What follows belongs to an exercise in optimizing a design on an open flow for small area, a short achievable clock period and few clock cycles; a production flow would make more cautious choices.
In this exercise RTL edits were held to simulation tests only and were not proved equivalent to the original.

## oak
// SNN
module SNN(
	clk,
	rst_n,
	in_valid,
	img,
	ker,
	weight,
	out_valid,
	out_data
);
Size in the first run: ~2,800 cells after synthesis, ~34,000 sq um of cells after synthesis.
clock: 15.0 ns
lec_check: 0
cap_margin: 50
core_margin: 2
core_utilization: 60
cts_buf_list: sky130_fd_sc_hd__clkbuf_16
cts_cluster_diameter: 60
cts_cluster_size: 24
slew_margin: 70
standard.sh (not shown) runs the stock make flow with config.mk's settings and CLKGATE_MAP_FILE= SYNTH_SCRIPT=/design/flow/synth_recipe.tcl, a recipe that flattens the netlist after the stock synthesis.
==> flow/flow/run.sh <==
#!/bin/bash
# The standard layout with one netlist pass between synthesis and floorplan:
# flow/invopt.py folds away the inverters that Yosys's full-adder extraction
# leaves between full adder cells (a full adder is self-dual, so adders are
# flipped to need fewer inverters, and simple gates swapped for their
# complementary cells). Registers and all other cells are kept.
# Each tool writes its full output to its own log in this folder.
set -euo pipefail
R=orfs/results/${FLOW_PLATFORM}/SNN/base
bash standard.sh synth > synth.log 2>&1
cp "$R/1_2_yosys.v" 1_2_yosys.before_invopt.v
python3 flow/invopt.py "$R/1_2_yosys.v" > invopt.log 2>&1
rm -f "$R/1_synth.odb" "$R/1_synth.sdc"
bash standard.sh > layout.log 2>&1
Other scripts of this flow, unchanged in this note and not shown: flow/flow/invopt.py
Testbench counts of oak, summed over its fixed seeds: cycles 24,968.
The inputs of pine differ from those of oak as listed below.
Settings: TNS_END_PERCENT newly set to 20.
-- flow/flow/run.sh --
<<< oak, line 12
python3 flow/invopt.py "$R/1_2_yosys.v" > invopt.log 2>&1
rm -f "$R/1_synth.odb" "$R/1_synth.sdc"
bash standard.sh > layout.log 2>&1
>>> pine, line 12
python3 flow/invopt.py "$R/1_2_yosys.v" > invopt.log 2>&1
rm -f "$R/1_synth.odb" "$R/1_synth.sdc"
# repair aims at a setup slack of 10 ns (the clock period is unchanged)
bash standard.sh finish SETUP_SLACK_MARGIN=10 > layout.log 2>&1
pine finished every stage and its layout cleared the timing, design-rule and antenna checks.
Compared oak against pine; data required time of the worst path within noise.
oak and pine ended up with roughly the same hold slack.
Of oak and pine, the run reporting the lower post-route clock period utilization was pine.
As far as post-synthesis instance total goes, oak and pine are indistinguishable; the numbers are identical.
The following lists how birch was set up differently from pine:
Settings: removing TNS_END_PERCENT (formerly 20).
-- flow/flow/run.sh --
<<< pine, line 13
rm -f "$R/1_synth.odb" "$R/1_synth.sdc"
# repair aims at a setup slack of 10 ns (the clock period is unchanged)
bash standard.sh finish SETUP_SLACK_MARGIN=10 > layout.log 2>&1
>>> birch, line 13
rm -f "$R/1_synth.odb" "$R/1_synth.sdc"
# repair aims at a setup slack of 10 ns (the clock period is unchanged)
bash standard.sh > layout.log 2>&1
--- outcome ---
- Relative to pine, the final cell area reported for birch is lower.
- Number of hold violations in the final report: pine vs birch identical
- pine → birch: post-cts gate resize count shows a reduction of 10, area added between synthesis and finish shows a reduction of 1.8 points.
- In the flow results for pine and birch, the pre-CTS setup slack is larger on birch.
- Diff pine and birch: detailed-route wire length per cell higher in birch
- From pine to birch the numbers moved as follows: number of clock buffers inserted by TritonCTS -2.4%.
- Of the two values seen for critical path startpoint, RQ[12] was produced by birch and e2 by pine.
Here is what was changed in the inputs of maple compared with birch.
Settings: swapping 60 for 70 in CTS_CLUSTER_DIAMETER; swapping 24 for 32 in CTS_CLUSTER_SIZE.
-- flow/flow/run.sh --
<<< birch, line 13
rm -f "$R/1_synth.odb" "$R/1_synth.sdc"
# repair aims at a setup slack of 10 ns (the clock period is unchanged)
bash standard.sh > layout.log 2>&1
>>> maple, line 13
rm -f "$R/1_synth.odb" "$R/1_synth.sdc"
# repair aims at a setup slack of 10 ns (the clock period is unchanged)
bash standard.sh finish SETUP_SLACK_MARGIN=10 > layout.log 2>&1
==> notes.md <==
Sort maple and birch by cell area desc -> top: maple
From maple to birch, length in cells of the worst reg-to-reg path did not move at all.
Compared with birch, final layout net count in maple increased slightly.

* * *

SNN, a different RTL version from the one above (not shown whole).
Size in the first run: roughly 3,000 cells after synthesis, ~38 I/O pins, about 37,000 um2 of cells after synthesis.
Settings: LEC_CHECK=0, CAP_MARGIN=20, CORE_MARGIN=2, CORE_UTILIZATION=40, SLEW_MARGIN=20; clock period 15.0 ns.
==> flow/flow/run.sh <==
#!/bin/bash
# The standard layout with one netlist pass between synthesis and floorplan:
# flow/invopt.py folds away the inverters that Yosys's full-adder extraction
# leaves between full adder cells (a full adder is self-dual, so adders are
# flipped to need fewer inverters). Registers and all other cells are kept.
# Each tool writes its full output to its own log in this folder.
set -euo pipefail
R=orfs/results/${FLOW_PLATFORM}/SNN/base
bash standard.sh synth > synth.log 2>&1
cp "$R/1_2_yosys.v" 1_2_yosys.before_invopt.v
python3 flow/invopt.py "$R/1_2_yosys.v" > invopt.log 2>&1
rm -f "$R/1_synth.odb" "$R/1_synth.sdc"
bash standard.sh > layout.log 2>&1
Other scripts of this flow, unchanged in this note and not shown: flow/flow/invopt.py
Testbench counts at the start, summed over its fixed seeds: cycles 24,648.
Change:
Settings changed: CAP_MARGIN 20 to 50, SLEW_MARGIN 20 to 70.
Die area stays the same.
Setup slack gains 320 ps.
Non-clock buffer count grows by 12.

* * *

Setup of cedar:
SNN again, from the RTL that the note above started with.
clock: 15.0 ns
lec_check: 0
cap_margin: 50
core_margin: 2
core_utilization: 40
slew_margin: 70
==> flow/flow/run.sh <==
#!/bin/bash
# The standard layout with one netlist pass between synthesis and floorplan:
# flow/invopt.py folds away the inverters that Yosys's full-adder extraction
# leaves between full adder cells (a full adder is self-dual, so adders are
# flipped to need fewer inverters). Registers and all other cells are kept.
# Each tool writes its full output to its own log in this folder.
set -euo pipefail
R=orfs/results/${FLOW_PLATFORM}/SNN/base
bash standard.sh synth > synth.log 2>&1
cp "$R/1_2_yosys.v" 1_2_yosys.before_invopt.v
python3 flow/invopt.py "$R/1_2_yosys.v" > invopt.log 2>&1
rm -f "$R/1_synth.odb" "$R/1_synth.sdc"
# repair aims at a setup slack of 10.5 ns (the clock period is unchanged)
bash standard.sh finish SETUP_SLACK_MARGIN=10.5 > layout.log 2>&1
Other scripts of this flow, unchanged in this note and not shown: flow/flow/invopt.py
Testbench counts of cedar, summed over its fixed seeds: cycles 24,648.
For juniper, these inputs were changed with respect to cedar:
- CORE_UTILIZATION now 60, was 40
--- a/flow/flow/run.sh
+++ b/flow/flow/run.sh
@@ -11,4 +11,4 @@
 python3 flow/invopt.py "$R/1_2_yosys.v" > invopt.log 2>&1
 rm -f "$R/1_synth.odb" "$R/1_synth.sdc"
-# repair aims at a setup slack of 10.5 ns (the clock period is unchanged)
-bash standard.sh finish SETUP_SLACK_MARGIN=10.5 > layout.log 2>&1
+# repair aims at a setup slack of 10 ns (the clock period is unchanged)
+bash standard.sh finish SETUP_SLACK_MARGIN=10 > layout.log 2>&1
## What came out
- juniper closes out successfully: all stages finished, all timing, DRC and antenna checks passed.
- | design area | lower: juniper |
- juniper ended up with met5 as its highest metal layer with signal wires; cedar ended up with met4.
- Compared with cedar, in juniper fmax decreased 3.1 MHz; final core area utilization rose 21 points.
- Global routing usage summed across all routing layers in juniper is 10 points above cedar.
- Between juniper and cedar, it is juniper whose total die area is lower, by 31000 um2.
Here is what was changed in the inputs of sierra compared with juniper.
- CTS_BUF_LIST newly set to sky130_fd_sc_hd__clkbuf_8
Notes after the runs:
Setup slack in sierra is larger than in juniper. Compared with juniper, met2 routed wirelength in sierra decreased slightly. sierra vs. juniper: via-per-instance ratio decreased 0.46%, global-route wire length before repair increased about 0.3%, clock-pin slew reported for the worst setup and hold paths after clock tree synthesis essentially unchanged, share of the clock period used by the worst path after layout decreased 0.18 points. Looking at sierra and juniper, the relative area change from synthesis to final layout is a wash.
What quartz does differently from sierra at the input level:
- CORE_UTILIZATION: 60 -> 40
- CTS_BUF_LIST: sky130_fd_sc_hd__clkbuf_8 -> unset
Findings:
quartz: final critical delay including setup and external delays higher than sierra
Diff sierra -> quartz: cell count now sits higher; effective utilization at floorplan now sits lower; final core utilization now sits lower.
Relative to quartz, the following input files were edited for raven:
- swapping 40 for 60 in CORE_UTILIZATION
- putting CTS_CLUSTER_DIAMETER at 60 where nothing was set
- putting CTS_BUF_LIST at sky130_fd_sc_hd__clkbuf_16 where nothing was set
- putting CTS_CLUSTER_SIZE at 24 where nothing was set
Findings:
- Setup slack was higher in raven than in quartz.
- Cmp raven vs quartz: instance count after placement with tap cells included lower in raven
- Portion of the clock cycle consumed by the worst path in the final layout in raven is 0.37 points lower than in quartz
- Going from quartz to raven, count of clock-buffer cells in the layout shrank by more than a quarter.
## Diff of input files: garnet against raven
- CTS_CLUSTER_SIZE: 24 -> 32
- CTS_CLUSTER_DIAMETER: 60 -> 70
Findings:
When the final numbers for raven and garnet were put side by side, the number of standard cells in the layout, taps in and fillers out turned out to be smaller in garnet.

-- separate check: timing with driven ports --
No port has a modelled driver above. Below, the same layouts with a new extraction and two added sets of constraints.
Step 1: set_driving_cell puts a clkbuf_16 on clk and a buf_2 on each other input, an assumption about the parent block.
Step 2 moves the port delays by t, midway between the first and last clock arrival at a register: inputs arrive t later, outputs are due t later. That takes back most of the time a late clock gives input paths.
Three values: ideal ports, drivers, drivers and shift; two values: the first two.
run	t, ns	setup WS [ns]	worst setup path at the end	latest minus earliest clock arrival (ns)
oak	0.652	9.825 / 9.825 / 9.825	register to register	0.046 / 0.046
pine	0.661	10.116 / 10.116 / 10.116	register to register	0.047 / 0.047
birch	0.652	9.825 / 9.825 / 9.825	register to register	0.046 / 0.046
maple	0.630	10.097 / 10.097 / 10.097	register to register	0.054 / 0.054
the first run of note 2	0.725	9.349 / 9.349 / 9.349	register to register	0.052 / 0.052
the second run of note 2	0.703	9.667 / 9.667 / 9.667	register to register	0.066 / 0.065
cedar	0.703	10.099 / 10.099 / 10.099	register to register	0.038 / 0.038
juniper	0.694	10.023 / 10.023 / 10.023	register to register	0.066 / 0.066
sierra	0.750	10.050 / 10.050 / 10.050	register to register	0.047 / 0.047
quartz	0.690	10.002 / 10.002 / 10.002	register to register	0.051 / 0.051
raven	0.680	10.058 / 10.058 / 10.058	register to register	0.062 / 0.063
garnet	0.659	10.058 / 10.058 / 10.058	register to register	0.049 / 0.049
After both steps every run listed still meets setup and hold.
